Source: an optimization exercise on an open RTL-to-GDS flow (aim: small area and a short achievable clock period). Production flows keep margins and buffers that such runs may drop.
Where RTL was checked, it was by simulation tests only, not by an equivalence proof against the original.
Power and IR drop assume default switching activity.

// mac_demo
module mac_demo(input clk, input reset, input ena,
                input signed [15:0] k, input signed [15:0] x,
                output signed [31:0] acc_out);
For scale: roughly 61 flip-flops, roughly 67 I/O pins, about 8100 sq um of cells after synthesis.
export LEC_CHECK = 0
export ABC_AREA = 1
export CAP_MARGIN = 20
export CORE_MARGIN = 2
export CORE_UTILIZATION = 40
export CTS_BUF_LIST = sky130_fd_sc_hd__clkbuf_4 sky130_fd_sc_hd__clkbuf_8
export SETUP_SLACK_MARGIN = 2.7
export SLEW_MARGIN = 20
export SYNTH_HIERARCHICAL = 1
export SYNTH_MINIMUM_KEEP_SIZE = 0
create_clock -name core_clock -period 7.0 [get_ports {clk}]
standard.sh (not shown) runs the stock make flow with config.mk's settings and CLKGATE_MAP_FILE= SYNTH_SCRIPT=/design/flow/synth_recipe.tcl, a recipe that flattens the netlist after the stock synthesis.
==> flow/flow/run.sh <==
#!/bin/bash
# The standard layout (the standard.sh, unchanged synthesis), except that
# the port buffers are plain buffers and the clock-delay buffer cells are not
# used anywhere. The make output goes to standard.log; ORFS keeps each step's
# log under orfs/logs/.
set -uo pipefail
export BUFFER_PORTS_ARGS="-buffer_cell sky130_fd_sc_hd__buf_2"
export DONT_USE_CELLS="sky130_fd_sc_hd__clkdlybuf4s15_1 sky130_fd_sc_hd__clkdlybuf4s15_2 sky130_fd_sc_hd__clkdlybuf4s18_1 sky130_fd_sc_hd__clkdlybuf4s18_2 sky130_fd_sc_hd__clkdlybuf4s25_1 sky130_fd_sc_hd__clkdlybuf4s25_2 sky130_fd_sc_hd__clkdlybuf4s50_1 sky130_fd_sc_hd__clkdlybuf4s50_2"
bash standard.sh > standard.log 2>&1
Edit:
--- a/flow/design.v
+++ b/flow/design.v
@@ -23,18 +23,16 @@
       if (reset)  acc_out <= 0 ;
       else if (ena) acc_out <= acc_in ;
    end
 endmodule
 module mac_demo(input clk, input reset, input ena,
                 input signed [15:0] k, input signed [15:0] x,
                 output signed [31:0] acc_out);
   reg [31:0] rs, rc;
-  reg rz;
-  wire [31:0] acc;
   wire [31:0] ag, ap;
   ha u_cp0 (.a(rs[0]), .b(rc[0]), .s(ap[0]), .co(ag[0]));
   ha u_cp1 (.a(rs[1]), .b(rc[1]), .s(ap[1]), .co(ag[1]));
   ha u_cp2 (.a(rs[2]), .b(rc[2]), .s(ap[2]), .co(ag[2]));
   ha u_cp3 (.a(rs[3]), .b(rc[3]), .s(ap[3]), .co(ag[3]));
   ha u_cp4 (.a(rs[4]), .b(rc[4]), .s(ap[4]), .co(ag[4]));
   ha u_cp5 (.a(rs[5]), .b(rc[5]), .s(ap[5]), .co(ag[5]));
   ha u_cp6 (.a(rs[6]), .b(rc[6]), .s(ap[6]), .co(ag[6]));
@@ -172,20 +170,19 @@
   wire pg54 = ag[24] | (ap[24] & pg32);
   wire pp_54 = ap[24] & pp_32;
   wire pg55 = ag[26] | (ap[26] & pg41);
   wire pp_55 = ap[26] & pp_41;
   wire pg56 = ag[28] | (ap[28] & pg35);
   wire pp_56 = ap[28] & pp_35;
   wire pg57 = ag[30] | (ap[30] & pg42);
   wire pp_57 = ap[30] & pp_42;
-  assign acc = ap ^ {pg57, pg42, pg56, pg35, pg55, pg41, pg54, pg32, pg53, pg40, pg52, pg34, pg51, pg39, pg50, pg29, pg49, pg38, pg48, pg33, pg47, pg37, pg46, pg25, pg45, pg36, pg44, pg17, pg43, pg1, ag[0], 1'b0};
-  assign acc_out = acc & {32{~rz}};
-  wire en = ena;
-  wire [31:0] fb = acc_out;
+  assign acc_out = ap ^ {pg57, pg42, pg56, pg35, pg55, pg41, pg54, pg32, pg53, pg40, pg52, pg34, pg51, pg39, pg50, pg29, pg49, pg38, pg48, pg33, pg47, pg37, pg46, pg25, pg45, pg36, pg44, pg17, pg43, pg1, ag[0], 1'b0};
+  wire en = ena & ~reset;
+  wire [31:0] fb = acc_out & {32{~reset}};
   wire [16:0] xe = {x, 1'b0};
   wire [15:0] kg = k;
   wire [16:0] ke = {k[15], k};
   wire [17:0] ke2 = {ke, 1'b0};
   wire [7:0] ng, ngb;
   wire b0_one = (xe[1] ^ xe[0]) & en;
   wire b0_two = ((xe[2] & ~xe[1] & ~xe[0]) | (~xe[2] & xe[1] & xe[0])) & en;
   assign ng[0] = xe[2];
@@ -534,17 +531,16 @@
   wire fs123, fc123;
   fa u_fa123 (.a(fb[30]), .b(hc16), .c(~pp7[16]), .s(fs123), .co(fc123));
   wire hs18, hc18;
   assign hs18 = ~fb[31];
   assign hc18 = fb[31];
   wire [31:0] ns = {hs18, fs123, fs122, fs121, fs120, fc118, fs118, fs117, fc115, fc114, fc113, fc112, fc111, fc110, fc109, fc108, fc107, fc106, fc105, fc104, fc103, fs103, hc17, hs15, fs15, hc1, fc7, fs7, hs0, fs3, fs1, fs0};
   wire [31:0] nc = {fc123, fc122, fc121, fc120, fc119, fs119, fc117, fc116, fs116, fs115, fs114, fs113, fs112, fs111, fs110, fs109, fs108, fs107, fs106, fs105, fs104, fc102, fs102, hs17, hs3, hs2, hs1, 1'b0, fc3, 1'b0, 1'b0, 1'b0};
   always @(posedge clk) begin
-    rz <= reset;
     rs <= ns;
     rc <= nc;
   end
 endmodule
 module fa(input a, input b, input c, output s, output co);
   assign s = a ^ b ^ c;
   assign co = (a & b) | (a & c) | (b & c);
 endmodule
Effect: Global-route usage is about the same; synthesized cell count fell slightly; worst setup slack got worse by 48 ps; area after synthesis rises slightly; fmax drops slightly; clock-buffer cell count is lower by 1; cell count drops slightly; total power went down by about a fifth; core utilization decreases by 0.11 points; clock skew hardly moves; clock power fell by roughly a tenth; combinational power goes down by about a fifth; final area hardly moves; die area increases slightly.
The RTL of the second run of this note was laid out without a check of its function.

==> what the ideal ports hide <==
In the flow no input, the clock included, has a driving cell. The finished layouts below were timed again as built, in two steps.
Step 1 sets driving cells, clkbuf_16 on the clock port and buf_2 on the other inputs (assumed; they add their load-dependent delay and slew).
Step 2 also shifts input and output timing later by t, the mid clock arrival at the registers, as if the neighbouring blocks saw the same clock.
Slacks: ideal ports / drivers / drivers and shift; pairs: ideal ports / drivers.
run | t, ns | setup WS [ns] | worst setup path at the end | worst register clock-pin slew, ns | pins driven straight from the clock port
the first run | 0.405 | 2.788 / 2.800 / 2.395 | input to register | 0.08 / 0.08 | 1
the second run | 0.407 | 2.740 / 2.741 / 2.334 | input to register | 0.09 / 0.09 | 1
After both steps every run listed still meets setup and hold. The setup slack of the second run, which loses most, moves by +0.001 ns with the drivers and by -0.406 ns with both steps.
